Source: an optimization exercise on an open RTL-to-GDS flow (aim: small area and a short achievable clock period). Production flows keep margins and buffers that such runs may drop.
Only simulation tests tie the RTL to the original design; equivalence was not proved.
Power and IR drop assume default switching activity.

**flow/run.sh**
```bash
#!/bin/bash
# Own layout flow: the standard ORFS flow, with plain buf_1 cells as the
# port buffers (buffer_ports would otherwise pick clkdlybuf4s50_1, a slow
# delay cell). Every input and output port still gets its own buffer.
set -euo pipefail
export BUFFER_PORTS_ARGS="-buffer_cell sky130_fd_sc_hd__buf_1"
if [[ -f flow/env.sh ]]; then source flow/env.sh; fi
bash standard.sh > standard.log 2>&1
```
**flow/env.sh**
```bash
export SETUP_SLACK_MARGIN=10
```
**standard.sh**
```bash
#!/bin/bash
# synth_recipe.tcl (not shown) runs the flow's synth.tcl, then flattens the netlist and writes it again
# the make line also repeats each setting of config.mk as NAME=value (left out here)
make -C /OpenROAD-flow-scripts/flow DESIGN_CONFIG=/design/flow/config.mk WORK_HOME=/design/flow/orfs CLKGATE_MAP_FILE= SYNTH_SCRIPT=/design/flow/synth_recipe.tcl "${@:-finish}"
```
**config.mk**
```make
export PLATFORM = sky130hd
export DESIGN_NAME = fp16_arith
export DESIGN_NICKNAME = fp16_arith
export VERILOG_FILES = /design/flow/design.v
export SDC_FILE = /design/flow/constraint.sdc
export NUM_CORES = 4
export LEC_CHECK = 0
export CAP_MARGIN = 20
export CORE_MARGIN = 2
export CORE_UTILIZATION = 60
export SLEW_MARGIN = 20
export SYNTH_HIERARCHICAL = 1
```
**constraint.sdc**
```tcl
create_clock -name core_clock -period 17.0 [get_ports {clk}]
set_input_delay 3.4000 -clock core_clock [delete_from_list [all_inputs] [get_ports {clk}]]
set_output_delay 3.4000 -clock core_clock [all_outputs]
set_load 0.01 [all_outputs]
```
**design.v**
```verilog
`timescale 1ns / 1ps
module fp16_adder(
input [15:0] numi1,
input [15:0] numi2,
input clk,
output [15:0] ans,
output [1:0] iszero,
output reg [1:0] isinf,
output reg isnan
    );
    wire [4:0]  e1 = numi1[14:10];
    wire [4:0]  e2 = numi2[14:10];
    wire        s1 = numi1[15];
    wire        s2 = numi2[15];
    wire [10:0] m1 = {1'b1, numi1[9:0]};
    wire [10:0] m2 = {1'b1, numi2[9:0]};
    wire inf_p = (numi1 == 16'h7c00) | (numi2 == 16'h7c00);
    wire inf_n = (numi1 == 16'hfc00) | (numi2 == 16'hfc00);
    wire special = (&e1) | (&e2);
    wire [5:0]  d12  = {1'b0, e1} - {1'b0, e2};
    wire [4:0]  d21  = e2 - e1;
    wire        ge   = ~d12[5];
    wire [4:0]  d    = ge ? d12[4:0] : d21;
    wire [4:0]  emax = ge ? e1 : e2;
    wire [10:0] m2s  = m2 >> d;
    wire        sz = s1 ^ s2;
    wire [11:0] t;
    wire        tco;
    fp16_add12 u_t(.a({1'b0, m1}), .b({1'b0, m2s} ^ {12{sz}}), .ci(sz), .s(t), .co(tco));
    reg [4:0] emax_r;
    reg       c_r, h_r, s1_r, sz_r;
    reg [9:0] v_r;
    always @(posedge clk) begin
        isinf  <= inf_p ? 2'b01 : inf_n ? 2'b10 : 2'b00;
        isnan  <= special & ~inf_p & ~inf_n;
        emax_r <= emax;
        c_r    <= t[11];
        h_r    <= t[10];
        s1_r   <= s1;
        sz_r   <= sz;
        v_r    <= t[9:0];
    end
    wire       neg = c_r & sz_r;
    wire       rs  = s1_r ^ neg;
    wire [9:0] nv  = 10'd0 - v_r;
    wire [9:0] zt;
    assign zt[0] = ~v_r[9];
    assign zt[1] = ~|v_r[9:8];
    assign zt[2] = ~|v_r[9:7];
    assign zt[3] = ~|v_r[9:6];
    assign zt[4] = ~|v_r[9:5];
    assign zt[5] = ~|v_r[9:4];
    assign zt[6] = ~|v_r[9:3];
    assign zt[7] = ~|v_r[9:2];
    assign zt[8] = ~|v_r[9:1];
    assign zt[9] = ~|v_r[9:0];
    wire [3:0] lz = {zt[7],
                     zt[3] & ~zt[7],
                     (zt[1] & ~zt[3]) | (zt[5] & ~zt[7]),
                     (zt[0] & ~zt[1]) | (zt[2] & ~zt[3]) | (zt[4] & ~zt[5]) |
                     (zt[6] & ~zt[7]) | (zt[8] & ~zt[9])};
    wire [4:0] xe = emax_r + ~{1'b0, lz};
    wire       uf = (xe == 5'd0) | (xe >= 5'd15);
    wire [9:0] vn = v_r << lz;
    reg [4:0] re;
    reg [9:0] rf;
    always @* begin
        if (c_r) begin
            re = emax_r + 5'd1;
            rf = neg ? {1'b0, nv[9:1]} : {1'b0, v_r[9:1]};
        end else if (!h_r) begin
            re = uf ? 5'd18 : xe;
            rf = uf ? 10'd0 : {vn[8:0], 1'b0};
        end else begin
            re = 5'd0;
            rf = v_r;
        end
    end
    wire zero = ~c_r & zt[9];
    wire zsgn = s1_r & h_r;
    wire spec = isinf[1] | isinf[0] | isnan;
    assign iszero = (spec | ~zero) ? 2'b00 : {1'b1, ~zsgn};
    assign ans    = (spec | zero) ? 16'd0 : {rs, re, rf};
endmodule
`timescale 1ns / 1ps
module fp16_simple_multiplier(
input [15:0] numi1,
input [15:0] numi2,
input clk,
output [15:0] ans
    );
    wire [9:0]  x = numi1[9:0];
    wire [9:0]  y = numi2[9:0];
    wire [21:0] ra, rb;
    wire pp0_0 = x[0] & y[0];
    wire pp0_1 = x[0] & y[1];
    wire pp0_2 = x[0] & y[2];
    wire pp0_3 = x[0] & y[3];
    wire pp0_4 = x[0] & y[4];
    wire pp0_5 = x[0] & y[5];
    wire pp0_6 = x[0] & y[6];
    wire pp0_7 = x[0] & y[7];
    wire pp0_8 = x[0] & y[8];
    wire pp0_9 = x[0] & y[9];
    wire pp1_0 = x[1] & y[0];
    wire pp1_1 = x[1] & y[1];
    wire pp1_2 = x[1] & y[2];
    wire pp1_3 = x[1] & y[3];
    wire pp1_4 = x[1] & y[4];
    wire pp1_5 = x[1] & y[5];
    wire pp1_6 = x[1] & y[6];
    wire pp1_7 = x[1] & y[7];
    wire pp1_8 = x[1] & y[8];
    wire pp1_9 = x[1] & y[9];
    wire pp2_0 = x[2] & y[0];
    wire pp2_1 = x[2] & y[1];
    wire pp2_2 = x[2] & y[2];
    wire pp2_3 = x[2] & y[3];
    wire pp2_4 = x[2] & y[4];
    wire pp2_5 = x[2] & y[5];
    wire pp2_6 = x[2] & y[6];
    wire pp2_7 = x[2] & y[7];
    wire pp2_8 = x[2] & y[8];
    wire pp2_9 = x[2] & y[9];
    wire pp3_0 = x[3] & y[0];
    wire pp3_1 = x[3] & y[1];
    wire pp3_2 = x[3] & y[2];
    wire pp3_3 = x[3] & y[3];
    wire pp3_4 = x[3] & y[4];
    wire pp3_5 = x[3] & y[5];
    wire pp3_6 = x[3] & y[6];
    wire pp3_7 = x[3] & y[7];
    wire pp3_8 = x[3] & y[8];
    wire pp3_9 = x[3] & y[9];
    wire pp4_0 = x[4] & y[0];
    wire pp4_1 = x[4] & y[1];
    wire pp4_2 = x[4] & y[2];
    wire pp4_3 = x[4] & y[3];
    wire pp4_4 = x[4] & y[4];
    wire pp4_5 = x[4] & y[5];
    wire pp4_6 = x[4] & y[6];
    wire pp4_7 = x[4] & y[7];
    wire pp4_8 = x[4] & y[8];
    wire pp4_9 = x[4] & y[9];
    wire pp5_0 = x[5] & y[0];
    wire pp5_1 = x[5] & y[1];
    wire pp5_2 = x[5] & y[2];
    wire pp5_3 = x[5] & y[3];
    wire pp5_4 = x[5] & y[4];
    wire pp5_5 = x[5] & y[5];
    wire pp5_6 = x[5] & y[6];
    wire pp5_7 = x[5] & y[7];
    wire pp5_8 = x[5] & y[8];
    wire pp5_9 = x[5] & y[9];
    wire pp6_0 = x[6] & y[0];
    wire pp6_1 = x[6] & y[1];
    wire pp6_2 = x[6] & y[2];
    wire pp6_3 = x[6] & y[3];
    wire pp6_4 = x[6] & y[4];
    wire pp6_5 = x[6] & y[5];
    wire pp6_6 = x[6] & y[6];
    wire pp6_7 = x[6] & y[7];
    wire pp6_8 = x[6] & y[8];
    wire pp6_9 = x[6] & y[9];
    wire pp7_0 = x[7] & y[0];
    wire pp7_1 = x[7] & y[1];
    wire pp7_2 = x[7] & y[2];
    wire pp7_3 = x[7] & y[3];
    wire pp7_4 = x[7] & y[4];
    wire pp7_5 = x[7] & y[5];
    wire pp7_6 = x[7] & y[6];
    wire pp7_7 = x[7] & y[7];
    wire pp7_8 = x[7] & y[8];
    wire pp7_9 = x[7] & y[9];
    wire pp8_0 = x[8] & y[0];
    wire pp8_1 = x[8] & y[1];
    wire pp8_2 = x[8] & y[2];
    wire pp8_3 = x[8] & y[3];
    wire pp8_4 = x[8] & y[4];
    wire pp8_5 = x[8] & y[5];
    wire pp8_6 = x[8] & y[6];
    wire pp8_7 = x[8] & y[7];
    wire pp8_8 = x[8] & y[8];
    wire pp8_9 = x[8] & y[9];
    wire pp9_0 = x[9] & y[0];
    wire pp9_1 = x[9] & y[1];
    wire pp9_2 = x[9] & y[2];
    wire pp9_3 = x[9] & y[3];
    wire pp9_4 = x[9] & y[4];
    wire pp9_5 = x[9] & y[5];
    wire pp9_6 = x[9] & y[6];
    wire pp9_7 = x[9] & y[7];
    wire pp9_8 = x[9] & y[8];
    wire pp9_9 = x[9] & y[9];
    wire hs0, hc0;
    fp16_ha u_hs0 (.a(pp0_9), .b(pp1_8), .s(hs0), .co(hc0));
    wire fs1, fc1;
    fp16_fa u_fs1 (.a(pp1_9), .b(pp2_8), .c(pp3_7), .s(fs1), .co(fc1));
    wire hs2, hc2;
    fp16_ha u_hs2 (.a(pp4_6), .b(pp5_5), .s(hs2), .co(hc2));
    wire fs3, fc3;
    fp16_fa u_fs3 (.a(pp2_9), .b(pp3_8), .c(pp4_7), .s(fs3), .co(fc3));
    wire hs4, hc4;
    fp16_ha u_hs4 (.a(pp5_6), .b(pp6_5), .s(hs4), .co(hc4));
    wire fs5, fc5;
    fp16_fa u_fs5 (.a(pp3_9), .b(pp4_8), .c(pp5_7), .s(fs5), .co(fc5));
    wire hs6, hc6;
    fp16_ha u_hs6 (.a(pp0_6), .b(pp1_5), .s(hs6), .co(hc6));
    wire fs7, fc7;
    fp16_fa u_fs7 (.a(pp0_7), .b(pp1_6), .c(pp2_5), .s(fs7), .co(fc7));
    wire hs8, hc8;
    fp16_ha u_hs8 (.a(pp3_4), .b(pp4_3), .s(hs8), .co(hc8));
    wire fs9, fc9;
    fp16_fa u_fs9 (.a(pp0_8), .b(pp1_7), .c(pp2_6), .s(fs9), .co(fc9));
    wire fs10, fc10;
    fp16_fa u_fs10 (.a(pp3_5), .b(pp4_4), .c(pp5_3), .s(fs10), .co(fc10));
    wire hs11, hc11;
    fp16_ha u_hs11 (.a(pp6_2), .b(pp7_1), .s(hs11), .co(hc11));
    wire fs12, fc12;
    fp16_fa u_fs12 (.a(hs0), .b(pp2_7), .c(pp3_6), .s(fs12), .co(fc12));
    wire fs13, fc13;
    fp16_fa u_fs13 (.a(pp4_5), .b(pp5_4), .c(pp6_3), .s(fs13), .co(fc13));
    wire fs14, fc14;
    fp16_fa u_fs14 (.a(pp7_2), .b(pp8_1), .c(pp9_0), .s(fs14), .co(fc14));
    wire fs15, fc15;
    fp16_fa u_fs15 (.a(hc0), .b(fs1), .c(hs2), .s(fs15), .co(fc15));
    wire fs16, fc16;
    fp16_fa u_fs16 (.a(pp6_4), .b(pp7_3), .c(pp8_2), .s(fs16), .co(fc16));
    wire fs17, fc17;
    fp16_fa u_fs17 (.a(pp9_1), .b(x[0]), .c(y[0]), .s(fs17), .co(fc17));
    wire fs18, fc18;
    fp16_fa u_fs18 (.a(fc1), .b(hc2), .c(fs3), .s(fs18), .co(fc18));
    wire fs19, fc19;
    fp16_fa u_fs19 (.a(hs4), .b(pp7_4), .c(pp8_3), .s(fs19), .co(fc19));
    wire fs20, fc20;
    fp16_fa u_fs20 (.a(pp9_2), .b(x[1]), .c(y[1]), .s(fs20), .co(fc20));
    wire fs21, fc21;
    fp16_fa u_fs21 (.a(fc3), .b(hc4), .c(fs5), .s(fs21), .co(fc21));
    wire fs22, fc22;
    fp16_fa u_fs22 (.a(pp6_6), .b(pp7_5), .c(pp8_4), .s(fs22), .co(fc22));
    wire fs23, fc23;
    fp16_fa u_fs23 (.a(pp9_3), .b(x[2]), .c(y[2]), .s(fs23), .co(fc23));
    wire fs24, fc24;
    fp16_fa u_fs24 (.a(fc5), .b(pp4_9), .c(pp5_8), .s(fs24), .co(fc24));
    wire fs25, fc25;
    fp16_fa u_fs25 (.a(pp6_7), .b(pp7_6), .c(pp8_5), .s(fs25), .co(fc25));
    wire fs26, fc26;
    fp16_fa u_fs26 (.a(pp9_4), .b(x[3]), .c(y[3]), .s(fs26), .co(fc26));
    wire fs27, fc27;
    fp16_fa u_fs27 (.a(pp5_9), .b(pp6_8), .c(pp7_7), .s(fs27), .co(fc27));
    wire fs28, fc28;
    fp16_fa u_fs28 (.a(pp8_6), .b(pp9_5), .c(x[4]), .s(fs28), .co(fc28));
    wire fs29, fc29;
    fp16_fa u_fs29 (.a(pp6_9), .b(pp7_8), .c(pp8_7), .s(fs29), .co(fc29));
    wire hs30, hc30;
    fp16_ha u_hs30 (.a(pp0_4), .b(pp1_3), .s(hs30), .co(hc30));
    wire fs31, fc31;
    fp16_fa u_fs31 (.a(pp0_5), .b(pp1_4), .c(pp2_3), .s(fs31), .co(fc31));
    wire hs32, hc32;
    fp16_ha u_hs32 (.a(pp3_2), .b(pp4_1), .s(hs32), .co(hc32));
    wire fs33, fc33;
    fp16_fa u_fs33 (.a(hs6), .b(pp2_4), .c(pp3_3), .s(fs33), .co(fc33));
    wire fs34, fc34;
    fp16_fa u_fs34 (.a(pp4_2), .b(pp5_1), .c(pp6_0), .s(fs34), .co(fc34));
    wire fs35, fc35;
    fp16_fa u_fs35 (.a(hc6), .b(fs7), .c(hs8), .s(fs35), .co(fc35));
    wire fs36, fc36;
    fp16_fa u_fs36 (.a(pp5_2), .b(pp6_1), .c(pp7_0), .s(fs36), .co(fc36));
    wire fs37, fc37;
    fp16_fa u_fs37 (.a(fc7), .b(hc8), .c(fs9), .s(fs37), .co(fc37));
    wire fs38, fc38;
    fp16_fa u_fs38 (.a(fs10), .b(hs11), .c(pp8_0), .s(fs38), .co(fc38));
    wire fs39, fc39;
    fp16_fa u_fs39 (.a(fc9), .b(fc10), .c(hc11), .s(fs39), .co(fc39));
    wire fs40, fc40;
    fp16_fa u_fs40 (.a(fs12), .b(fs13), .c(fs14), .s(fs40), .co(fc40));
    wire fs41, fc41;
    fp16_fa u_fs41 (.a(fc12), .b(fc13), .c(fc14), .s(fs41), .co(fc41));
    wire fs42, fc42;
    fp16_fa u_fs42 (.a(fs15), .b(fs16), .c(fs17), .s(fs42), .co(fc42));
    wire fs43, fc43;
    fp16_fa u_fs43 (.a(fc15), .b(fc16), .c(fc17), .s(fs43), .co(fc43));
    wire fs44, fc44;
    fp16_fa u_fs44 (.a(fs18), .b(fs19), .c(fs20), .s(fs44), .co(fc44));
    wire fs45, fc45;
    fp16_fa u_fs45 (.a(fc18), .b(fc19), .c(fc20), .s(fs45), .co(fc45));
    wire fs46, fc46;
    fp16_fa u_fs46 (.a(fs21), .b(fs22), .c(fs23), .s(fs46), .co(fc46));
    wire fs47, fc47;
    fp16_fa u_fs47 (.a(fc21), .b(fc22), .c(fc23), .s(fs47), .co(fc47));
    wire fs48, fc48;
    fp16_fa u_fs48 (.a(fs24), .b(fs25), .c(fs26), .s(fs48), .co(fc48));
    wire fs49, fc49;
    fp16_fa u_fs49 (.a(fc24), .b(fc25), .c(fc26), .s(fs49), .co(fc49));
    wire fs50, fc50;
    fp16_fa u_fs50 (.a(fs27), .b(fs28), .c(y[4]), .s(fs50), .co(fc50));
    wire fs51, fc51;
    fp16_fa u_fs51 (.a(fc27), .b(fc28), .c(fs29), .s(fs51), .co(fc51));
    wire fs52, fc52;
    fp16_fa u_fs52 (.a(pp9_6), .b(x[5]), .c(y[5]), .s(fs52), .co(fc52));
    wire fs53, fc53;
    fp16_fa u_fs53 (.a(fc29), .b(pp7_9), .c(pp8_8), .s(fs53), .co(fc53));
    wire fs54, fc54;
    fp16_fa u_fs54 (.a(pp9_7), .b(x[6]), .c(y[6]), .s(fs54), .co(fc54));
    wire fs55, fc55;
    fp16_fa u_fs55 (.a(pp8_9), .b(pp9_8), .c(x[7]), .s(fs55), .co(fc55));
    wire hs56, hc56;
    fp16_ha u_hs56 (.a(pp0_3), .b(pp1_2), .s(hs56), .co(hc56));
    wire fs57, fc57;
    fp16_fa u_fs57 (.a(hs30), .b(pp2_2), .c(pp3_1), .s(fs57), .co(fc57));
    wire fs58, fc58;
    fp16_fa u_fs58 (.a(hc30), .b(fs31), .c(hs32), .s(fs58), .co(fc58));
    wire fs59, fc59;
    fp16_fa u_fs59 (.a(fc31), .b(hc32), .c(fs33), .s(fs59), .co(fc59));
    wire fs60, fc60;
    fp16_fa u_fs60 (.a(fc33), .b(fc34), .c(fs35), .s(fs60), .co(fc60));
    wire fs61, fc61;
    fp16_fa u_fs61 (.a(fc35), .b(fc36), .c(fs37), .s(fs61), .co(fc61));
    wire fs62, fc62;
    fp16_fa u_fs62 (.a(fc37), .b(fc38), .c(fs39), .s(fs62), .co(fc62));
    wire fs63, fc63;
    fp16_fa u_fs63 (.a(fc39), .b(fc40), .c(fs41), .s(fs63), .co(fc63));
    wire fs64, fc64;
    fp16_fa u_fs64 (.a(fc41), .b(fc42), .c(fs43), .s(fs64), .co(fc64));
    wire fs65, fc65;
    fp16_fa u_fs65 (.a(fc43), .b(fc44), .c(fs45), .s(fs65), .co(fc65));
    wire fs66, fc66;
    fp16_fa u_fs66 (.a(fc45), .b(fc46), .c(fs47), .s(fs66), .co(fc66));
    wire fs67, fc67;
    fp16_fa u_fs67 (.a(fc47), .b(fc48), .c(fs49), .s(fs67), .co(fc67));
    wire fs68, fc68;
    fp16_fa u_fs68 (.a(fc49), .b(fc50), .c(fs51), .s(fs68), .co(fc68));
    wire fs69, fc69;
    fp16_fa u_fs69 (.a(fc51), .b(fc52), .c(fs53), .s(fs69), .co(fc69));
    wire fs70, fc70;
    fp16_fa u_fs70 (.a(fc53), .b(fc54), .c(fs55), .s(fs70), .co(fc70));
    wire fs71, fc71;
    fp16_fa u_fs71 (.a(fc55), .b(pp9_9), .c(x[8]), .s(fs71), .co(fc71));
    wire hs72, hc72;
    fp16_ha u_hs72 (.a(pp0_2), .b(pp1_1), .s(hs72), .co(hc72));
    wire fs73, fc73;
    fp16_fa u_fs73 (.a(hs56), .b(pp2_1), .c(pp3_0), .s(fs73), .co(fc73));
    wire fs74, fc74;
    fp16_fa u_fs74 (.a(hc56), .b(fs57), .c(pp4_0), .s(fs74), .co(fc74));
    wire fs75, fc75;
    fp16_fa u_fs75 (.a(fc57), .b(fs58), .c(pp5_0), .s(fs75), .co(fc75));
    wire fs76, fc76;
    fp16_fa u_fs76 (.a(fc58), .b(fs59), .c(fs34), .s(fs76), .co(fc76));
    wire fs77, fc77;
    fp16_fa u_fs77 (.a(fc59), .b(fs60), .c(fs36), .s(fs77), .co(fc77));
    wire fs78, fc78;
    fp16_fa u_fs78 (.a(fc60), .b(fs61), .c(fs38), .s(fs78), .co(fc78));
    wire fs79, fc79;
    fp16_fa u_fs79 (.a(fc61), .b(fs62), .c(fs40), .s(fs79), .co(fc79));
    wire fs80, fc80;
    fp16_fa u_fs80 (.a(fc62), .b(fs63), .c(fs42), .s(fs80), .co(fc80));
    wire fs81, fc81;
    fp16_fa u_fs81 (.a(fc63), .b(fs64), .c(fs44), .s(fs81), .co(fc81));
    wire fs82, fc82;
    fp16_fa u_fs82 (.a(fc64), .b(fs65), .c(fs46), .s(fs82), .co(fc82));
    wire fs83, fc83;
    fp16_fa u_fs83 (.a(fc65), .b(fs66), .c(fs48), .s(fs83), .co(fc83));
    wire fs84, fc84;
    fp16_fa u_fs84 (.a(fc66), .b(fs67), .c(fs50), .s(fs84), .co(fc84));
    wire fs85, fc85;
    fp16_fa u_fs85 (.a(fc67), .b(fs68), .c(fs52), .s(fs85), .co(fc85));
    wire fs86, fc86;
    fp16_fa u_fs86 (.a(fc68), .b(fs69), .c(fs54), .s(fs86), .co(fc86));
    wire fs87, fc87;
    fp16_fa u_fs87 (.a(fc69), .b(fs70), .c(y[7]), .s(fs87), .co(fc87));
    wire fs88, fc88;
    fp16_fa u_fs88 (.a(fc70), .b(fs71), .c(y[8]), .s(fs88), .co(fc88));
    wire fs89, fc89;
    fp16_fa u_fs89 (.a(fc71), .b(x[9]), .c(y[9]), .s(fs89), .co(fc89));
    assign ra = {1'b0, fc89, fc88, fc87, fc86, fc85, fc84, fc83, fc82, fc81, fc80, fc79, fc78, fc77, fc76, fc75, fc74, fc73, hc72, hs72, pp0_1, pp0_0};
    assign rb = {1'b0, 1'b1, fs89, fs88, fs87, fs86, fs85, fs84, fs83, fs82, fs81, fs80, fs79, fs78, fs77, fs76, fs75, fs74, fs73, pp2_0, pp1_0, 1'b0};
    wire [9:0]  lg  = ra[9:0] & rb[9:0];
    wire [9:0]  lp  = ra[9:0] ^ rb[9:0];
    wire        g10 = lg[1] | (lp[1] & lg[0]);
    wire        g32 = lg[3] | (lp[3] & lg[2]);
    wire        p32 = lp[3] & lp[2];
    wire        g54 = lg[5] | (lp[5] & lg[4]);
    wire        p54 = lp[5] & lp[4];
    wire        g76 = lg[7] | (lp[7] & lg[6]);
    wire        p76 = lp[7] & lp[6];
    wire        g98 = lg[9] | (lp[9] & lg[8]);
    wire        p98 = lp[9] & lp[8];
    wire        g30 = g32 | (p32 & g10);
    wire        g74 = g76 | (p76 & g54);
    wire        p74 = p76 & p54;
    wire        g70 = g74 | (p74 & g30);
    wire        c9  = lg[8] | (lp[8] & g70);
    wire        c10 = g98 | (p98 & g70);
    wire [8:0]  zb  = (ra[8:0] ^ rb[8:0]) ^ {ra[7:0] | rb[7:0], 1'b0};
    wire        gt  = (lp[9] ^ c9) & (zb != 9'd0);
    wire [11:0] hi;
    wire        hco;
    fp16_add12 u_hi(.a(ra[21:10]), .b(rb[21:10]), .ci(c10), .s(hi), .co(hco));
    wire        sz  = numi1[15] ^ numi2[15];
    reg  [11:0] hi_r;
    reg         inc_r, sz_r;
    reg  [4:0]  eb_r;
    always @(posedge clk) begin
        hi_r  <= hi;
        inc_r <= sz ^ gt;
        sz_r  <= sz;
        eb_r  <= numi1[14:10] + numi2[14:10] + 5'd17;
    end
    wire [11:0] r   = hi_r + {11'd0, inc_r};
    wire [4:0]  eb1 = eb_r + 5'd1;
    assign ans = r[11] ? {sz_r, eb1, r[10:1]} : {sz_r, eb_r, r[9:0]};
endmodule
module fp16_fa(input a, input b, input c, output s, output co);
    assign s  = a ^ b ^ c;
    assign co = (a & b) | (c & (a ^ b));
endmodule
module fp16_ha(input a, input b, output s, output co);
    assign s  = a ^ b;
    assign co = a & b;
endmodule
module fp16_add12(
input  [11:0] a,
input  [11:0] b,
input         ci,
output [11:0] s,
output        co
    );
    wire [11:0] g0 = a & b;
    wire [11:0] p0 = a ^ b;
    wire [11:0] g1, p1, g2, p2, g3, p3, g4, p4;
    genvar i;
    generate
        for (i = 0; i < 12; i = i + 1) begin : l1
            if (i >= 1) begin
                assign g1[i] = g0[i] | (p0[i] & g0[i-1]);
                assign p1[i] = p0[i] & p0[i-1];
            end else begin
                assign g1[i] = g0[i];
                assign p1[i] = p0[i];
            end
        end
        for (i = 0; i < 12; i = i + 1) begin : l2
            if (i >= 2) begin
                assign g2[i] = g1[i] | (p1[i] & g1[i-2]);
                assign p2[i] = p1[i] & p1[i-2];
            end else begin
                assign g2[i] = g1[i];
                assign p2[i] = p1[i];
            end
        end
        for (i = 0; i < 12; i = i + 1) begin : l3
            if (i >= 4) begin
                assign g3[i] = g2[i] | (p2[i] & g2[i-4]);
                assign p3[i] = p2[i] & p2[i-4];
            end else begin
                assign g3[i] = g2[i];
                assign p3[i] = p2[i];
            end
        end
        for (i = 0; i < 12; i = i + 1) begin : l4
            if (i >= 8) begin
                assign g4[i] = g3[i] | (p3[i] & g3[i-8]);
                assign p4[i] = p3[i] & p3[i-8];
            end else begin
                assign g4[i] = g3[i];
                assign p4[i] = p3[i];
            end
        end
    endgenerate
    wire [12:0] c = {g4 | (p4 & {12{ci}}), ci};
    assign s  = p0 ^ c[11:0];
    assign co = c[12];
endmodule
`timescale 1ns / 1ps
module fp16_arith(
input clk,
input [15:0] numi1,
input [15:0] numi2,
output [15:0] sum,
output [1:0] iszero,
output [1:0] isinf,
output isnan,
output [15:0] prod
    );
    fp16_adder u_add(
        .numi1(numi1),
        .numi2(numi2),
        .clk(clk),
        .ans(sum),
        .iszero(iszero),
        .isinf(isinf),
        .isnan(isnan)
    );
    fp16_simple_multiplier u_mul(
        .numi1(numi1),
        .numi2(numi2),
        .clk(clk),
        .ans(prod)
    );
endmodule
```
==> summary.txt, run 1 <==
status=no timing/DRC/antenna violations; non-filler cells, final=~1100; crit path max fanout=2; Rel. slew slack=0.346; Rows=41; max_cap viols=0; total wire length=just over 20000 um; Starting Density=0.612; Fin. Hold Viols=0; Ys Warns=8; setup tns final=0 ns; DP Wirelength=around 15000 um; Max Freq=between 0.1 and 0.15 GHz; First-pass DRT Iterations=5; vias per inst=~6; global-route wire length before repair=~31000 um; antenna violations before repair=0; min-delay worst type=in -> reg; io pins=70; Routed Antenna Nets=0; Clock Sink Count=between 40 and 50; worst slew pin tran=between 0.9 and 1 ns; vias in the first global route=~6400; VDD IR max=between 0.08 and 0.09 mV; drc violations=0; Post-Syn Instances=approximately 840; Placed Cells=1052; number of antenna diodes=0; Die Y=about 120 um; Num CTS Buffers=5; root buffer cell=clkbuf_16; Worst Setup Start Kind=input port; WS Path Type=in -> reg; Final GP Congestion=between 0.9 and 1; CP required=17.17 ns; fin. max-slew vios=0; most common cell after layout, fill and taps aside=and2_1; Die ar.=13700 sq um; endpoint type of the worst setup path=register; # port buffers=69; Arr. time, crit path=between 7 and 8 ns; post-layout min period=7.35 ns; CTS Buffer Depth=2; Die Span X=~120 um; most frequent cells in the layout=96 x and2_1, 83 x fa_1, 68 x ha_1, 54 x nand2_1, 45 x buf_4; Pwr per Cell Area=between 150 and 200 nW/um^2; P&R area growth vs syn=19.5%; nets=about 1100; GR Overflow Total=0; share of layout cells above drive strength 1=0.226; DR WL/cell=between 15 and 20 um; largest net degree at the start of global routing=25; via count=6669; CTS tree=yes; Mapped Area=between 7000 and 8000 sq um; RSZ-0062 raised after global routing=yes; Core Region=12600 sq um; Lkg Pwr=between 3 and 4 nW; count of final setup violators=0; Clk pin slew, worst setup/hold paths=0.06 ns; Tot GR Track Use=0.292; final worst-path cycle share=0.432; # H-tree levels=2; DRT iter0 DRCs=566; mean post-synth cell area=between 9 and 10 sq um
## stage by stage
stage                     setup slack, ns  instance area [sq um]  hold WS [ns]   util  total power [W]
after floorplan                      9.71                   7730          3.43      -         0.000951
after global placement               8.98                   8040          3.64  0.639          0.00113
after detailed placement             8.82                   8040          3.65  0.639          0.00115
after CTS                            9.64                   8730          3.35  0.694          0.00139
after global routing                 9.54                   9190          3.36  0.731          0.00161
final                                9.65                   9190          3.35  0.731          0.00148
## per-layer routing
metal  global-route usage  share of wire  vias up  wire, um
met5                    0              0        -         0
met3               0.0294          0.053       34      1080
met2                0.504           0.50      242     10100
met1                0.396           0.43     3272      8720
met4               0.0729          0.021        0       420
li1                     -              -     3121         -
## cell type report
| cell class | count | area [sq um] |
|---|---|---|
| clock buffers | 5 | 125 |
| inverters | 47 | 176 |
| clock inverters | 3 | 46.3 |
| fillers | 942 | 3380 |
| repair buffers | 121 | 818 |
| well taps | 172 | 215 |
| multi-input cells | 722 | 6970 |
| flip-flops and latches | 41 | 833 |
## power breakdown
part / internal (W) / switching (W) / leakage, nW
sequential: 0.000143 / 0.0000891 / 0.346
combinational: 0.000546 / 0.000597 / 3.54
clock: 0.0000694 / 0.0000375 / 0.0800
## final timing paths
path / startpoint / end / slack, ns / cells past startpoint
worst max-delay path: numi2[7] / u_mul.hi_r[10]$_DFF_P_ / 9.65 / 17
worst min-delay path: numi1[15] / u_add.s1_r$_DFF_P_ / 3.35 / 1
## worst max-delay path: stages
cell      delay, ns
buf_12         0.10
and2_4         0.15
fa_1           0.50
fa_1           0.54
fa_1           0.43
fa_1           0.55
inv_2          0.06
ha_4           0.21
a21o_1         0.17
a21o_1         0.22
a21oi_4        0.15
o21bai_4       0.10
a211oi_4       0.26
o211ai_1       0.17
and3b_2        0.25
nor3_2         0.17
xnor2_1        0.09
## timing repair
action / in CTS / in global routing
hold endpoints to repair: 0 / 0
pin swaps: 36 / 34
setup buffers: 29 / 22
resized for setup: 90 / 62
endpoints found under the setup margin: 35 / 35
hold buffers: 0 / 0
## registers in the layout, indices dropped and copies added, names as in the netlist
name / count
u_add.c_r: 1
u_add.emax_r: 5
u_add.h_r: 1
u_add.isinf: 2
u_add.isnan: 1
u_add.s1_r: 1
u_add.sz_r: 1
u_add.v_r: 10
u_mul.eb_r: 5
u_mul.hi_r: 12
u_mul.inc_r: 1
u_mul.sz_r: 1
==> inputs of run 2 (changes only) <==
==> flow/env.sh (replaced) <==
export SETUP_SLACK_MARGIN=9
==> summary.txt, run 2 <==
status=no timing/DRC/antenna violations (unchanged); Reg with most FFs=u_mul.hi_r (unchanged); Pwr per Cell Area=151 nW/um^2 (was 161 nW/um^2); Routed Antenna Nets=0 (unchanged); DR WL/cell=17.2 um (was 18.3 um); Post-Syn Instances=841 (unchanged); most common cell after layout, fill and taps aside=and2_1 (unchanged); Final GP Congestion=0.930 (was 0.973); Clk pin slew, worst setup/hold paths=0.06 ns (about the same); Lkg Pwr=3.50 nW (was 3.96 nW); post-layout min period=7.73 ns (was 7.35 ns); largest net degree at the start of global routing=25 (unchanged); antenna violations before repair=0 (unchanged); Rows=41 (unchanged); non-filler cells, final=1060 (was 1111); Seq. cell area=821 sq um (was 833 sq um); Rel. slew slack=0.389 (was 0.346); via count=6318 (was 6669); hold buffer count at cts=0 (unchanged); worst slew pin tran=0.916 ns (was 0.980 ns); vias in the first global route=5961 (was 6431); DP Wirelength=14400 um (was 14700 um); Mapped Area=7690 sq um (unchanged); Max Freq=0.129 GHz (was 0.136 GHz); CTS Buffer Depth=2 (unchanged); Worst Setup Start Kind=input port (unchanged); max reg flops=12 (unchanged); Ys Warns=8 (unchanged); io pins=70 (unchanged); total wire length=18300 um (was 20300 um); total setup buffers inserted after CTS=0 (was 29); drc violations=0 (unchanged); Fillers=1104 (was 942); count of final setup violators=0 (unchanged); setup tns final=0 ns (unchanged); Core Region=12600 sq um (unchanged); max_cap viols=0 (unchanged); min-delay worst type=in -> reg (unchanged); number of antenna diodes=0 (unchanged); nets=1081 (was 1132); most frequent cells in the layout=99 x and2_1, 86 x fa_1, 75 x ha_1, 63 x buf_1, 56 x nand2_1 (was 96 x and2_1, 83 x fa_1, 68 x ha_1, 54 x nand2_1, 45 x buf_4); footprint of the multi-input gates=6520 sq um (was 6970 sq um); Hold Path Origin=numi1[15] (unchanged); RSZ-0062 raised after global routing=no (was yes); First-pass DRT Iterations=5 (unchanged); crit path max fanout=16 (was 2); GR Overflow Total=0 (unchanged); largest registers=u_mul.hi_r (12), u_add.v_r (10) (unchanged); Final Power=0.00123 W (was 0.00148 W); Num CTS Buffers=5 (unchanged); Die ar.=13700 sq um (unchanged); Placed Cells=1052 (unchanged); P&R area growth vs syn=5.95% (was 19.5%); Critical Path Source=numi2[4] (was numi2[7]); # port buffers=69 (unchanged); Clock Sink Count=41 (unchanged); fin. max-slew vios=0 (unchanged); endpoint type of the worst setup path=register (unchanged); Arr. time, crit path=7.94 ns (was 7.52 ns); mean post-synth cell area=9.15 sq um (unchanged); vias per inst=5.96 (was 6.00); global-route wire length before repair=29600 um (was 31500 um); Tot GR Track Use=0.274 (was 0.292); root buffer cell=clkbuf_16 (unchanged); share of layout cells above drive strength 1=0.0732 (was 0.226); DRT iter0 DRCs=506 (was 566); Fin. Hold Viols=0 (unchanged); Die Y=117 um (unchanged); Starting Density=0.612 (unchanged); # H-tree levels=2 (unchanged); VDD IR max=0.0689 mV (was 0.0885 mV); CP required=17.21 ns (was 17.17 ns); WS Path Type=in -> reg (unchanged); CTS tree=yes (unchanged); Die Span X=117 um (unchanged); final worst-path cycle share=0.455 (was 0.432)
[run 2: layer usage]
layer  up-vias  GRT usage  share of wire
met3        18     0.0201          0.053
met2       228      0.446           0.47
met4         0     0.0690          0.012
met1      3042      0.400           0.47
met5         -          0              0
li1       3030          -              -
[run 2: stage by stage]
step                      hold slack, ns  cell area (sq um)  utilization  setup WS [ns]
after floorplan                     3.43               7690            -           9.66
after global placement              3.63               8000        0.637           8.96
after detailed placement            3.63               8000        0.637           8.81
after CTS                           3.34               8140        0.648           9.09
after global routing                3.36               8150        0.648           9.00
final                               3.35               8150        0.648           9.27
[run 2: path summary, 6_finish.rpt]
| path | end | slack [ns] | cells after the start |
|---|---|---|---|
| max | u_mul.hi_r[10]$_DFF_P_ | 9.27 | 17 |
| min | u_add.s1_r$_DFF_P_ | 3.35 | 1 |
[run 2: worst max-delay path: stages]
cell and delay [ns]:
buf_1 0.56, and2_1 0.23, ha_1 0.24, fa_1 0.51, fa_1 0.43, fa_1 0.54, inv_1 0.05, ha_1 0.32
a21o_1 0.21, a21o_1 0.21, a21oi_1 0.13, o21bai_1 0.17, a211oi_2 0.25, o211ai_1 0.15, and3b_1 0.22, nor3_2 0.18
xnor2_1 0.14
[run 2: layout make-up]
type	count	area share
inverters	47	0.0216
clock inverters	2	0.00123
repair buffers	70	0.0336
well taps	172	0.0264
multi-input cells	722	0.801
clock buffers	6	0.0158
flip-flops and latches	41	0.101
[run 2: timing repair]
item                       in CTS  in global routing
gates resized for setup         0                  7
setup endpoints to repair       0                 12
hold endpoints to repair        0                  0
[run 2: power breakdown]
group	internal, W	switching [W]	leakage (nW)
registers	0.000141	0.0000927	0.345
clock network	0.0000539	0.0000362	0.0706
logic	0.000404	0.000506	3.08
total	0.000598	0.000635	3.50
==> inputs of run 3 (changes only) <==
==> flow/env.sh (replaced) <==
export SETUP_SLACK_MARGIN=9.5
==> summary.txt, run 3 <==
total wire length=18600 um (was 18300 um); endpoint type of the worst setup path=output pin (was register); Mapped Area=7690 sq um (unchanged); DR WL/cell=17.4 um (was 17.2 um); most frequent cells in the layout=97 x and2_1, 85 x fa_1, 73 x ha_1, 55 x nand2_1, 47 x buf_1 (was 99 x and2_1, 86 x fa_1, 75 x ha_1, 63 x buf_1, 56 x nand2_1); Pwr per Cell Area=153 nW/um^2 (was 151 nW/um^2); Routed Antenna Nets=0 (unchanged); Max Freq=0.136 GHz (was 0.129 GHz); vias per inst=5.97 (was 5.96); hold buffer count at cts=0 (unchanged); VDD IR max=0.0698 mV (was 0.0689 mV); Die Span X=117 um (unchanged); count of final setup violators=0 (unchanged); root buffer cell=clkbuf_16 (unchanged); CTS Buffer Depth=2 (unchanged); Reg with most FFs=u_mul.hi_r (unchanged); worst-path cell chain=or4_4 > nor4_4 > o21ai_2 > and2_4 > ha_1 > fa_2 > a21o_1 > a21oi_2 > xor2_1 > a41oi_1 > o41ai_2 > or2_1 > or3_1 > a221oi_2 > buf_2 (was buf_1 > and2_1 > ha_1 > fa_1 > fa_1 > fa_1 > inv_1 > ha_1 > a21o_1 > a21o_1 > a21oi_1 > o21bai_1 > a211oi_2 > o211ai_1 > and3b_1 > nor3_2 > xnor2_1); fin. max-slew vios=0 (unchanged); post-layout min period=7.38 ns (was 7.73 ns); Rows=41 (unchanged); max reg flops=12 (unchanged); most common cell after layout, fill and taps aside=and2_1 (unchanged); # port buffers=69 (unchanged); largest registers=u_mul.hi_r (12), u_add.v_r (10) (unchanged); share of layout cells above drive strength 1=0.122 (was 0.0732); Post-Syn Instances=841 (unchanged); WS Path Type=reg -> out (was in -> reg); Hold WS=3.35 ns (about the same); crit path max fanout=11 (was 16); max incr delay on CP=0.55 ns (was 0.56 ns); Core Region=12600 sq um (unchanged); Final WS setup=9.62 ns (was 9.27 ns); DP Wirelength=14400 um (unchanged); vias in the first global route=6021 (was 5961); Final GP Congestion=0.930 (unchanged); largest net degree at the start of global routing=25 (unchanged); Clk pin slew, worst setup/hold paths=0.06 ns (about the same); # H-tree levels=2 (unchanged); Top Family by Delay on Critical Path=simple AND/OR/NAND/NOR gates (was adder cells); antenna violations before repair=0 (unchanged); final worst-path cycle share=0.434 (was 0.455); max_cap viols=0 (unchanged); DRT iter0 DRCs=572 (was 506); Fin. Hold Viols=0 (unchanged); First-pass DRT Iterations=6 (was 5); number of antenna diodes=0 (unchanged); Die ar.=13700 sq um (unchanged); CTS tree=yes (unchanged); GR Overflow Total=0 (unchanged); status=no timing/DRC/antenna violations (unchanged); via count=6372 (was 6318); fin util=0.668 (was 0.648); min-delay worst type=in -> reg (unchanged); Worst Setup Start Kind=register (was input port); non-filler cells, final=1068 (was 1060); Tot GR Track Use=0.277 (was 0.274); drc violations=0 (unchanged); Rel. slew slack=0.361 (was 0.389); nets=1089 (was 1081); Starting Density=0.612 (unchanged); setup tns final=0 ns (unchanged); P&R area growth vs syn=9.14% (was 5.95%); critical path's slowest cell=or4_4 (was buf_1); global-route wire length before repair=29900 um (was 29600 um); io pins=70 (unchanged); worst path bufs/invs=1 (was 2); RSZ-0062 raised after global routing=yes (was no); Ys Warns=8 (unchanged); Placed Cells=1052 (unchanged); CP required=13.60 ns (was 17.21 ns); Fillers=1083 (was 1104); worst slew pin tran=0.958 ns (was 0.916 ns); Setup WS pre-CTS=8.81 ns (unchanged); Die Y=117 um (unchanged); Num CTS Buffers=5 (unchanged); mean post-synth cell area=9.15 sq um (unchanged); Clock Sink Count=41 (unchanged); Arr. time, crit path=3.98 ns (was 7.94 ns); Lkg Pwr=3.62 nW (was 3.50 nW)
-- run 3: cell type report --
class | instances | area, sq um | area share
clock buffer | 6 | 129 | 0.0154
clock inverter | 2 | 10.0 | 0.00119
inverter | 47 | 176 | 0.0210
multi-input combinational | 722 | 6650 | 0.792
sequential | 41 | 827 | 0.0985
tap | 172 | 215 | 0.0256
timing repair buffer | 78 | 389 | 0.0464
-- run 3: final timing paths --
check,slack [ns],start,depth (start not counted),to
setup / recovery,9.62,u_add.v_r[5]$_DFF_P_,15,sum[1]
hold / removal,3.35,numi1[15],1,u_add.s1_r$_DFF_P_
-- run 3: report_power, final --
| group | switching (W) | internal [W] | leakage [nW] |
|---|---|---|---|
| registers | 0.0000903 | 0.000142 | 0.345 |
| logic | 0.000526 | 0.000438 | 3.20 |
| clock network | 0.0000363 | 0.0000539 | 0.0706 |
| total | 0.000653 | 0.000634 | 3.62 |
-- run 3: metrics by stage --
step	area (sq um)	power (W)
6_report	8390	0.00129
5_1_grt	8390	0.00141
4_1_cts	8270	0.00126
3_5_place_dp	8000	0.00114
3_3_place_gp	8000	0.00111
2_1_floorplan	7690	0.000939
-- run 3: routing by layer --
layer / wire length (um) / track usage / vias to the layer above
met5: 0 / 0 / -
met4: 286 / 0.0698 / 0
met3: 1070 / 0.0201 / 28
met2: 8680 / 0.452 / 256
met1: 8510 / 0.403 / 3046
li1: - / - / 3042
-- run 3: timing repair --
action | CTS | global route
pin swaps | 6 | 12
resized for setup | 31 | 33
buffers inserted | 6 | 2
setup endpoints to repair | 25 | 28
==> inputs of run 4 (changes only) <==
--- a/config.mk
+++ b/config.mk
@@ -9,3 +9,4 @@
 export CORE_MARGIN = 2
-export CORE_UTILIZATION = 60
+export CORE_UTILIZATION = 70
+export CTS_BUF_LIST = sky130_fd_sc_hd__clkbuf_4
 export SLEW_MARGIN = 20
==> summary.txt, run 4 <==
status=no timing/DRC/antenna violations (unchanged); Ys Warns=8 (unchanged); # H-tree levels=2 (unchanged); Num CTS Buffers=5 (unchanged); Fillers=791 (was 1083); hold buffer count at cts=0 (unchanged); Core Region=10800 sq um (was 12600 sq um); Placed Cells=1021 (was 1052); DP Wirelength=14200 um (was 14400 um); P&R area growth vs syn=9.39% (was 9.14%); vias per inst=6.30 (was 5.97); First-pass DRT Iterations=5 (was 6); Routed Antenna Nets=0 (unchanged); vias in the first global route=6457 (was 6021); Post-Syn Instances=841 (unchanged); worst slew pin tran=0.813 ns (was 0.958 ns); setup tns final=0 ns (unchanged); global-route wire length before repair=30200 um (was 29900 um); Arr. time, crit path=4.18 ns (was 3.98 ns); GR Overflow Total=0 (unchanged); non-filler cells, final=1052 (was 1068); Reg with most FFs=u_mul.hi_r (unchanged); Fin. Hold Viols=0 (unchanged); worst-path cell chain=or4_4 > nor4_4 > o21ai_2 > and2_4 > ha_4 > fa_2 > a21o_1 > a21oi_2 > xor2_2 > a41oi_2 > o41ai_4 > or2_1 > or3_4 > a221oi_2 > buf_2 (was or4_4 > nor4_4 > o21ai_2 > and2_4 > ha_1 > fa_2 > a21o_1 > a21oi_2 > xor2_1 > a41oi_1 > o41ai_2 > or2_1 > or3_1 > a221oi_2 > buf_2); RSZ-0062 raised after global routing=yes (unchanged); via count=6623 (was 6372); Final Power=0.00129 W (about the same); Clock Sink Count=41 (unchanged); Rel. slew slack=0.458 (was 0.361); antenna violations before repair=0 (unchanged); Starting Density=0.713 (was 0.612); Mapped Area=7690 sq um (unchanged); share of layout cells above drive strength 1=0.139 (was 0.122); critical path's slowest cell=or4_4 (unchanged); Worst Setup Start Kind=register (unchanged); endpoint type of the worst setup path=output pin (unchanged); post-layout min period=7.58 ns (was 7.38 ns); nets=1105 (was 1089); VDD IR max=0.111 mV (was 0.0698 mV); Tot GR Track Use=0.323 (was 0.277); count of final setup violators=0 (unchanged); Final GP Congestion=0.924 (was 0.930); placed cell area=7970 sq um (was 8000 sq um); CP required=13.60 ns (about the same); root buffer cell=clkbuf_4 (was clkbuf_16); Lkg Pwr=3.66 nW (was 3.62 nW); total wire length=18800 um (was 18600 um); Die ar.=11800 sq um (was 13700 sq um); Die Y=109 um (was 117 um); crit path max fanout=2 (was 11); number of antenna diodes=0 (unchanged); Pwr per Cell Area=154 nW/um^2 (was 153 nW/um^2); fin. max-slew vios=0 (unchanged); max reg flops=12 (unchanged); Die Span X=109 um (was 117 um); final worst-path cycle share=0.446 (was 0.434); CTS Buffer Depth=2 (unchanged); Clk pin slew, worst setup/hold paths=0.12 ns (was 0.06 ns); fin util=0.780 (was 0.668); Rows=38 (was 41); post-route cell area=8410 sq um (was 8390 sq um); most common cell after layout, fill and taps aside=and2_1 (unchanged); max incr delay on CP=0.55 ns (about the same); mean post-synth cell area=9.15 sq um (unchanged); min-delay worst type=in -> reg (unchanged); Max Freq=0.132 GHz (was 0.136 GHz); io pins=70 (unchanged); max_cap viols=0 (unchanged); most frequent cells in the layout=99 x and2_1, 85 x fa_1, 73 x ha_1, 54 x nand2_1, 47 x buf_1 (was 97 x and2_1, 85 x fa_1, 73 x ha_1, 55 x nand2_1, 47 x buf_1); DRT iter0 DRCs=587 (was 572); DR WL/cell=17.9 um (was 17.4 um); drc violations=0 (unchanged); largest registers=u_mul.hi_r (12), u_add.v_r (10) (unchanged); CTS tree=yes (unchanged); WS Path Type=reg -> out (unchanged); largest net degree at the start of global routing=25 (unchanged); # port buffers=69 (unchanged)
## run 4: repair_timing
action                     in CTS  in global routing
pin swaps                      11                 16
buffers inserted               16                  7
cloned                          0                  0
gates resized for setup        38                 21
setup endpoints to repair      23                 25
## run 4: worst max-delay path: cells and delay by family, from the launching register on
kind / cells / cell delay (ns)
xor+xnor: 1 / 0.11
fa+ha+maj: 2 / 0.52
compound gates: 6 / 1.09
flops: 1 / 0.36
buf+inv: 1 / 0.17
simple gates: 5 / 1.57
## run 4: final cells by class
class / count / area [sq um] / area share
Multi-Input combinational cell: 722 / 6660 / 0.791
Sequential cell: 41 / 833 / 0.0990
Timing Repair Buffer: 94 / 489 / 0.0581
Inverter: 47 / 176 / 0.0210
Tap cell: 140 / 175 / 0.0208
Clock buffer: 6 / 45.0 / 0.00535
Clock inverter: 2 / 38.8 / 0.00461
## run 4: final timing paths
check	from	to	slack (ns)	cells past startpoint
hold / removal	numi1[15]	u_add.s1_r$_DFF_P_	3.23	1
setup / recovery	u_add.v_r[5]$_DFF_P_	sum[2]	9.42	15
## run 4: stage by stage
step | hold slack, ns | setup slack (ns)
after floorplan | 3.43 | 9.66
after global placement | 3.60 | 8.91
after detailed placement | 3.62 | 8.75
after CTS | 3.22 | 9.50
after global routing | 3.20 | 9.25
final | 3.23 | 9.42
## run 4: metal layers
| metal | GRT usage | vias to the layer above | part of all wire |
|---|---|---|---|
| li1 | - | 3071 | - |
| met1 | 0.431 | 3238 | 0.42 |
| met2 | 0.550 | 283 | 0.49 |
| met3 | 0.0418 | 31 | 0.070 |
| met4 | 0.102 | 0 | 0.021 |
| met5 | 0 | - | 0 |
## run 4: where the power goes
part	switching (W)	internal (W)
combinational	0.000555	0.000456
sequential	0.0000760	0.000143
clock	0.0000330	0.0000329
total	0.000664	0.000631
==> inputs of run 5 (changes only) <==
--- a/design.v
+++ b/design.v
@@ -5,2 +5,3 @@
 input clk,
+input sz_r,
 output [15:0] ans,
@@ -8,3 +9,3 @@
 output reg [1:0] isinf,
-output reg isnan
+output isnan
     );
@@ -30,3 +31,3 @@
     reg [4:0] emax_r;
-    reg       c_r, h_r, s1_r, sz_r;
+    reg       c_r, h_r, s1_r;
     reg [9:0] v_r;
@@ -34,3 +35,2 @@
         isinf  <= inf_p ? 2'b01 : inf_n ? 2'b10 : 2'b00;
-        isnan  <= special & ~inf_p & ~inf_n;
         emax_r <= emax;
@@ -39,3 +39,2 @@
         s1_r   <= s1;
-        sz_r   <= sz;
         v_r    <= t[9:0];
@@ -80,3 +79,4 @@
     wire zsgn = s1_r & h_r;
-    wire spec = isinf[1] | isinf[0] | isnan;
+    wire spec = &emax_r;
+    assign isnan = spec & ~isinf[1] & ~isinf[0];
     assign iszero = (spec | ~zero) ? 2'b00 : {1'b1, ~zsgn};
@@ -89,3 +89,4 @@
 input clk,
-output [15:0] ans
+output [15:0] ans,
+output reg sz_r
     );
@@ -400,3 +401,3 @@
     reg  [11:0] hi_r;
-    reg         inc_r, sz_r;
+    reg         inc_r;
     reg  [4:0]  eb_r;
@@ -484,2 +485,3 @@
     );
+    wire sz_r;
     fp16_adder u_add(
@@ -488,2 +490,3 @@
         .clk(clk),
+        .sz_r(sz_r),
         .ans(sum),
@@ -497,3 +500,4 @@
         .clk(clk),
-        .ans(prod)
+        .ans(prod),
+        .sz_r(sz_r)
     );
--- a/config.mk
+++ b/config.mk
@@ -9,4 +9,3 @@
 export CORE_MARGIN = 2
-export CORE_UTILIZATION = 70
-export CTS_BUF_LIST = sky130_fd_sc_hd__clkbuf_4
+export CORE_UTILIZATION = 50
 export SLEW_MARGIN = 20
==> summary.txt, run 5 <==
status=no timing/DRC/antenna violations (unchanged); largest net degree at the start of global routing=25 (unchanged); global-route wire length before repair=31600 um (was 30200 um); # port buffers=69 (unchanged); GR Overflow Total=0 (unchanged); non-filler cells, final=1100 (was 1052); Clk pin slew, worst setup/hold paths=0.06 ns (was 0.12 ns); drc violations=0 (unchanged); most common cell after layout, fill and taps aside=and2_1 (unchanged); final worst-path cycle share=0.436 (was 0.446); Routed Antenna Nets=0 (unchanged); largest registers=u_mul.hi_r (12), u_add.v_r (10) (unchanged); Die ar.=16300 sq um (was 11800 sq um); Tot GR Track Use=0.239 (was 0.323); most frequent cells in the layout=95 x and2_1, 85 x fa_1, 72 x ha_1, 51 x nand2_1, 51 x buf_1 (was 99 x and2_1, 85 x fa_1, 73 x ha_1, 54 x nand2_1, 47 x buf_1); Hold Path Origin=numi1[15] (unchanged); Rel. slew slack=0.427 (was 0.458); max incr delay on CP=0.57 ns (was 0.55 ns); share of layout cells above drive strength 1=0.145 (was 0.139); endpoint type of the worst setup path=register (was output pin); most used cell, CP=fa_1; Fillers=1366 (was 791); First-pass DRT Iterations=5 (unchanged); Mapped Area=7670 sq um (was 7690 sq um); vias per inst=5.87 (was 6.30); # H-tree levels=2 (unchanged); Ys Warns=8 (unchanged); Starting Density=0.508 (was 0.713); root buffer cell=clkbuf_16 (was clkbuf_4); Seq. cell area=790 sq um (was 833 sq um); RSZ-0062 raised after global routing=yes (unchanged); io pins=70 (unchanged); critical path's slowest cell=fa_1 (was or4_4); CP required=17.20 ns (was 13.60 ns); Rows=45 (was 38); via count=6460 (was 6623); P&R area growth vs syn=12.4% (was 9.39%); fin util=0.571 (was 0.780); worst-path cell chain=buf_12 > and2_4 > fa_1 > fa_1 > fa_1 > fa_1 > inv_2 > ha_4 > a21o_1 > a21o_1 > a21oi_2 > o21bai_2 > a211oi_2 > o211ai_1 > and3b_2 > nor3_2 > xnor2_1 (was or4_4 > nor4_4 > o21ai_2 > and2_4 > ha_4 > fa_2 > a21o_1 > a21oi_2 > xor2_2 > a41oi_2 > o41ai_4 > or2_1 > or3_4 > a221oi_2 > buf_2); Lkg Pwr=3.71 nW (was 3.66 nW); Die Y=128 um (was 109 um); antenna violations before repair=0 (unchanged); Final Power=0.00133 W (was 0.00129 W); VDD IR max=0.0630 mV (was 0.111 mV); count of final setup violators=0 (unchanged); Critical Path Source=numi2[5] (was u_add.v_r[5]$_DFF_P_); Worst Setup Start Kind=input port (was register); setup tns final=0 ns (unchanged); Die Span X=128 um (was 109 um); Final GP Congestion=0.892 (was 0.924); Clock Sink Count=39 (was 41); WS Path Type=in -> reg (was reg -> out); Placed Cells=1069 (was 1021); CTS tree=yes (unchanged); DR WL/cell=17.6 um (was 17.9 um); number of antenna diodes=0 (unchanged); max_cap viols=0 (unchanged); Core Region=15100 sq um (was 10800 sq um); DRT iter0 DRCs=377 (was 587); hold buffer count at cts=0 (unchanged); Num CTS Buffers=5 (unchanged); Reg with most FFs=u_mul.hi_r (unchanged); crit path max fanout=4 (was 2); fin. max-slew vios=0 (unchanged); footprint of the multi-input gates=6670 sq um (was 6660 sq um); nets=1106 (was 1105); Arr. time, crit path=7.61 ns (was 4.18 ns); Max Freq=0.135 GHz (was 0.132 GHz); Fin. Hold Viols=0 (unchanged); max reg flops=12 (unchanged); mean post-synth cell area=9.15 sq um (about the same); Pwr per Cell Area=155 nW/um^2 (was 154 nW/um^2); CTS Buffer Depth=2 (unchanged); worst slew pin tran=0.859 ns (was 0.813 ns); min-delay worst type=in -> reg (unchanged); Post-Syn Instances=838 (was 841); DP Wirelength=14900 um (was 14200 um); post-layout min period=7.41 ns (was 7.58 ns); vias in the first global route=6294 (was 6457); total wire length=19400 um (was 18800 um)
run 5: cell types whose count changed in the layout (fill, tap and decap cells not counted), moves of 5 or more:
| cell | before | now |
|---|---|---|
| a211oi_1 | 7 | 12 |
| and3_1 | 4 | 9 |
| clkbuf_4 | 7 | 0 |
| buf_4 | 30 | 25 |
| buf_12 | 0 | 5 |
| clkbuf_16 | 0 | 5 |
run 5: per-stage QoR:
step           cell area (sq um)  hold slack, ns  worst slack [ns]
4_1_cts                     8280            3.38              9.47
3_3_place_gp                7960            3.66              8.92
6_report                    8620            3.37              9.59
2_1_floorplan               7670            3.43              9.66
5_1_grt                     8620            3.38              9.46
3_5_place_dp                7960            3.68              8.69
run 5: final timing paths:
path	end	slack [ns]	depth (start not counted)
hold / removal	u_add.s1_r$_DFF_P_	3.37	1
setup / recovery	u_mul.hi_r[10]$_DFF_P_	9.59	17
run 5: power breakdown:
group | total, W | switching, W | internal (W)
clock | 0.000108 | 0.0000344 | 0.0000736
sequential | 0.000226 | 0.0000889 | 0.000138
combinational | 0.000999 | 0.000534 | 0.000465
run 5: routing by layer:
| layer | track usage | wire length [um] | share of wire | vias to the layer above |
|---|---|---|---|---|
| met5 | 0 | 0 | 0 | - |
| met2 | 0.398 | 9130 | 0.47 | 183 |
| met1 | 0.350 | 9280 | 0.48 | 3198 |
| met3 | 0.0150 | 798 | 0.041 | 11 |
| met4 | 0.0401 | 144 | 0.0074 | 0 |
| li1 | - | - | - | 3068 |
run 5: final cells by class:
| cell class | instances | area share |
|---|---|---|
| multi-input combinational | 721 | 0.774 |
| sequential | 39 | 0.0916 |
| timing repair buffer | 94 | 0.0643 |
| tap | 188 | 0.0273 |
| inverter | 50 | 0.0221 |
| clock buffer | 6 | 0.0161 |
| clock inverter | 2 | 0.00450 |
run 5: critical path: cells and delay by family:
kind	cells	cell delay, ns
xor+xnor	1	0.14
simple gates	3	0.60
compound gates	6	0.98
buf+inv	2	0.16
fa+ha+maj	5	2.31
run 5: timing repair:
action                     CTS  global route
gates cloned                 0             0
setup buffers                4            19
pin swaps                   11            24
setup endpoints to repair   31            28
resized for setup           36            49
==> inputs of run 6 (changes only) <==
--- a/config.mk
+++ b/config.mk
@@ -9,3 +9,4 @@
 export CORE_MARGIN = 2
-export CORE_UTILIZATION = 50
+export CORE_UTILIZATION = 60
+export PLACE_DENSITY = 0.75
 export SLEW_MARGIN = 20
==> summary.txt, run 6 <==
Rows=41 (was 45); Core Region=12600 sq um (was 15100 sq um); Fillers=1026 (was 1366); Net Sw Frac=0.504 (was 0.493); vias in the first global route=6472 (was 6294); Clk pin slew, worst setup/hold paths=0.06 ns (about the same); max_cap viols=0 (unchanged); CP required=13.60 ns (was 17.20 ns); DRT iter0 DRCs=638 (was 377); RSZ-0062 raised after global routing=yes (unchanged); mean post-synth cell area=9.15 sq um (unchanged); post-layout min period=7.37 ns (was 7.41 ns); VDD IR max=0.125 mV (was 0.0630 mV); WL met1=8630 um (was 9280 um); count of final setup violators=0 (unchanged); Critical Path Source=u_add.v_r[8]$_DFF_P_ (was numi2[5]); number of antenna diodes=0 (unchanged); largest net degree at the start of global routing=25 (unchanged); max layer used=met4 (unchanged); fin. max-slew vios=0 (unchanged); Starting Density=0.610 (was 0.508); Pwr per Cell Area=152 nW/um^2 (was 155 nW/um^2); via count=6590 (was 6460); Reg with most FFs=u_mul.hi_r (unchanged); Die ar.=13700 sq um (was 16300 sq um); Die Span X=117 um (was 128 um); Final GP Congestion=0.947 (was 0.892); DR WL/cell=18.1 um (was 17.6 um); vias per inst=6.05 (was 5.87); Arr. time, crit path=3.97 ns (was 7.61 ns); setup tns final=0 ns (unchanged); Tot GR Track Use=0.287 (was 0.239); Hold Path Origin=numi1[15] (unchanged); Worst Setup Start Kind=register (was input port); antenna violations before repair=0 (unchanged); DP Wirelength=14600 um (was 14900 um); status=no timing/DRC/antenna violations (unchanged); nets=1113 (was 1106); Seq pwr share=0.175 (was 0.170); Ys Warns=8 (unchanged); Max Freq=0.136 GHz (was 0.135 GHz); WS Path Type=reg -> out (was in -> reg); most frequent cells in the layout=95 x and2_1, 85 x fa_1, 73 x ha_1, 51 x nand2_1, 49 x buf_1 (was 95 x and2_1, 85 x fa_1, 72 x ha_1, 51 x nand2_1, 51 x buf_1); Rel. slew slack=0.415 (was 0.427); global-route wire length before repair=31000 um (was 31600 um); Routed Antenna Nets=0 (unchanged); final worst-path cycle share=0.434 (was 0.436); WL met2=9640 um (was 9130 um); share of layout cells above drive strength 1=0.146 (was 0.145); CTS Buffer Depth=2 (unchanged); Met3 Wirelength=1200 um (was 798 um); Die Y=117 um (was 128 um); Post-Syn Instances=838 (unchanged); most common cell after layout, fill and taps aside=and2_1 (unchanged); Switch Pwr=0.000656 W (was 0.000658 W); endpoint type of the worst setup path=output pin (was register); CTS tree=yes (unchanged); Clock Sink Count=39 (unchanged); Comb pwr share=0.751 (was 0.749); largest registers=u_mul.hi_r (12), u_add.v_r (10) (unchanged); max reg flops=12 (unchanged); P&R area growth vs syn=11.9% (was 12.4%); worst slew pin tran=0.876 ns (was 0.859 ns); total wire length=19700 um (was 19400 um); clock power share=0.074 (was 0.081); Fin. Hold Viols=0 (unchanged); Final Power=0.00130 W (was 0.00133 W); # port buffers=69 (unchanged); min-delay worst type=in -> reg (unchanged); crit path max fanout=13 (was 4); Num CTS Buffers=5 (unchanged); io pins=70 (unchanged); drc violations=0 (unchanged); Lkg Pwr=3.73 nW (was 3.71 nW); First-pass DRT Iterations=6 (was 5); root buffer cell=clkbuf_16 (unchanged); # H-tree levels=2 (unchanged); cell internal pwr=0.000645 W (was 0.000676 W); Mapped Area=7670 sq um (unchanged); GR Overflow Total=0 (unchanged)
[run 6: metrics by stage]
| step | hold slack [ns] | setup slack, ns | util | cell area (sq um) | instances |
|---|---|---|---|---|---|
| final | 3.32 | 9.63 | 0.683 | 8580 | 1090 |
| after global routing | 3.31 | 9.46 | 0.683 | 8580 | 1090 |
| after CTS | 3.31 | 9.52 | 0.653 | 8200 | 1062 |
| after detailed placement | 3.63 | 8.76 | 0.631 | 7940 | 1052 |
| after global placement | 3.63 | 8.94 | 0.631 | 7940 | 1052 |
| after floorplan | 3.43 | 9.66 | - | 7670 | 839 |
[run 6: area by class of cell]
cell class | instances | area (sq um) | share of cell area
flip-flops and latches | 39 | 790 | 0.0920
repair buffers | 101 | 603 | 0.0703
clock buffers | 6 | 139 | 0.0162
clock inverters | 1 | 5.00 | 0.000583
multi-input cells | 721 | 6640 | 0.774
well taps | 172 | 215 | 0.0251
inverters | 50 | 190 | 0.0222
[run 6: timing repair]
action                                  4_1_cts  5_1_grt
gates cloned                                  0        0
setup buffers                                 3       28
resized for setup                            36       44
hold buffers                                  0        0
pin swaps                                    14       28
endpoints found under the setup margin       25       26
[run 6: power groups by stage]
stage,clock [W],sequential (W),combinational (W)
floorplan,0,0.000164,0.000772
global placement,0,0.000219,0.000867
detailed placement,0,0.000223,0.000895
CTS,0.0000987,0.000223,0.000925
global route,0.000103,0.000233,0.00109
finish,0.0000965,0.000227,0.000978
[run 6: routing by layer]
metal  vias to the layer above  global-route usage
met4                         0              0.0643
li1                       3081                   -
met3                        20              0.0458
met2                       250               0.463
met5                         -                   0
met1                      3239               0.411
[run 6: final timing paths]
path | end | slack (ns) | depth (start not counted)
worst max-delay path | sum[1] | 9.63 | 15
worst min-delay path | u_add.s1_r$_DFF_P_ | 3.32 | 1
[run 6: worst max-delay path, stage by stage (launching register included)]
cell	delay, ns
dfxtp_1	0.48
nor2_4	0.27
nand2_2	0.18
a2111oi_4	0.33
or2_4	0.20
inv_4	0.04
ha_2	0.18
fa_2	0.40
xor2_1	0.19
and3_1	0.19
mux2i_2	0.23
nand3b_1	0.25
nor3_1	0.24
a211oi_1	0.08
a211oi_1	0.24
buf_2	0.18
==> inputs of run 7 (changes only) <==
--- a/config.mk
+++ b/config.mk
@@ -10,3 +10,2 @@
 export CORE_UTILIZATION = 60
-export PLACE_DENSITY = 0.75
 export SLEW_MARGIN = 20
==> summary.txt, run 7 <==
antenna violations before repair=0 (unchanged); First-pass DRT Iterations=5 (was 6); endpoint type of the worst setup path=register (was output pin); largest registers=u_mul.hi_r (12), u_add.v_r (10) (unchanged); final worst-path cycle share=0.433 (was 0.434); WL met2=8650 um (was 9640 um); Arr. time, crit path=7.55 ns (was 3.97 ns); mean post-synth cell area=9.15 sq um (unchanged); Max Freq=0.136 GHz (about the same); # port buffers=69 (unchanged); RSZ-0062 raised after global routing=yes (unchanged); CTS Buffer Depth=2 (unchanged); share of layout cells above drive strength 1=0.124 (was 0.146); GR Overflow Total=0 (unchanged); most common cell after layout, fill and taps aside=and2_1 (unchanged); Placed Cells=1055 (was 1052); via count=6418 (was 6590); max reg flops=12 (unchanged); Die ar.=13700 sq um (unchanged); placed cell area=7960 sq um (was 7940 sq um); post-layout min period=7.36 ns (was 7.37 ns); CTS tree=yes (unchanged); Fin. Hold Viols=0 (unchanged); Starting Density=0.610 (unchanged); crit path max fanout=13 (unchanged); Reg with most FFs=u_mul.hi_r (unchanged); Worst Setup Start Kind=input port (was register); Clk pin slew, worst setup/hold paths=0.06 ns (about the same); Die Span X=117 um (unchanged); Lkg Pwr=3.61 nW (was 3.73 nW); Clock Sink Count=39 (unchanged); DRT iter0 DRCs=484 (was 638); Ys Warns=8 (unchanged); max layer used=met4 (unchanged); Final GP Congestion=0.954 (was 0.947); max_cap viols=0 (unchanged); post-route cell area=8420 sq um (was 8580 sq um); Mapped Area=7670 sq um (unchanged); Num CTS Buffers=5 (unchanged); Core Region=12600 sq um (unchanged); Final Power=0.00132 W (was 0.00130 W); # H-tree levels=2 (unchanged); setup tns final=0 ns (unchanged); DP Wirelength=15000 um (was 14600 um); vias per inst=5.98 (was 6.05); hold buffer count at cts=0 (unchanged); global-route wire length before repair=30500 um (was 31000 um); root buffer cell=clkbuf_16 (unchanged); count of final setup violators=0 (unchanged); WL met1=8870 um (was 8630 um); Rel. slew slack=0.439 (was 0.415); total wire length=19100 um (was 19700 um); Tot GR Track Use=0.284 (was 0.287); CP required=17.19 ns (was 13.60 ns); worst slew pin tran=0.837 ns (was 0.876 ns); number of antenna diodes=0 (unchanged); WS Path Type=in -> reg (was reg -> out); io pins=70 (unchanged); VDD IR max=0.0990 mV (was 0.125 mV); vias in the first global route=6180 (was 6472); min-delay worst type=in -> reg (unchanged); Fillers=1064 (was 1026); P&R area growth vs syn=9.89% (was 11.9%); Rows=41 (unchanged); Pwr per Cell Area=157 nW/um^2 (was 152 nW/um^2); Routed Antenna Nets=0 (unchanged); largest net degree at the start of global routing=25 (unchanged); DR WL/cell=17.8 um (was 18.1 um); Die Y=117 um (unchanged); Post-Syn Instances=838 (unchanged); fin. max-slew vios=0 (unchanged); non-filler cells, final=1073 (was 1090); Met3 Wirelength=1320 um (was 1200 um); status=no timing/DRC/antenna violations (unchanged); most frequent cells in the layout=96 x and2_1, 85 x fa_1, 69 x ha_1, 52 x buf_1, 51 x nand2_1 (was 95 x and2_1, 85 x fa_1, 73 x ha_1, 51 x nand2_1, 49 x buf_1); nets=1095 (was 1113); drc violations=0 (unchanged)
run 7: final cells by class:
| cell class | instances | area [sq um] | area share |
|---|---|---|---|
| sequential | 39 | 788 | 0.0936 |
| multi-input combinational | 721 | 6670 | 0.792 |
| clock inverter | 2 | 12.5 | 0.00149 |
| inverter | 50 | 190 | 0.0226 |
| clock buffer | 6 | 129 | 0.0153 |
| tap | 172 | 215 | 0.0255 |
| timing repair buffer | 83 | 420 | 0.0499 |
run 7: stage by stage:
step           setup slack [ns]  hold WS [ns]  utilization
6_report                   9.64          3.33        0.670
5_1_grt                    9.48          3.32        0.670
4_1_cts                    9.51          3.31        0.656
3_5_place_dp               8.80          3.61        0.633
3_3_place_gp               9.00          3.60        0.633
2_1_floorplan              9.66          3.43            -
run 7: routing by layer:
layer | global-route usage | vias to the layer above
met5 | 0 | -
met4 | 0.0620 | 0
met2 | 0.442 | 228
li1 | - | 3054
met1 | 0.423 | 3118
met3 | 0.0438 | 18
run 7: where the power goes:
group / switching, W / internal [W] / total [W]
clock: 0.0000379 / 0.0000541 / 0.0000921
combinational: 0.000540 / 0.000464 / 0.00100
sequential: 0.0000855 / 0.000137 / 0.000223
total: 0.000664 / 0.000655 / 0.00132
run 7: final timing paths:
check,startpoint,to,cells past startpoint
max,numi1[3],u_mul.hi_r[9]$_DFF_P_,13
min,numi1[15],u_add.s1_r$_DFF_P_,1
run 7: timing repair:
| item | 4_1_cts | 5_1_grt |
|---|---|---|
| endpoints found under the setup margin | 21 | 27 |
| setup buffers | 4 | 6 |
| pin swaps | 16 | 19 |
| resized for setup | 39 | 28 |
run 7: worst max-delay path: stages:
cell,delay [ns]
buf_2,0.20
and2_1,0.21
fa_1,0.57
fa_1,0.47
fa_1,0.46
fa_1,0.50
fa_1,0.51
ha_4,0.31
o211ai_2,0.09
o211ai_1,0.30
a21boi_2,0.13
nand2b_1,0.17
a211oi_1,0.23
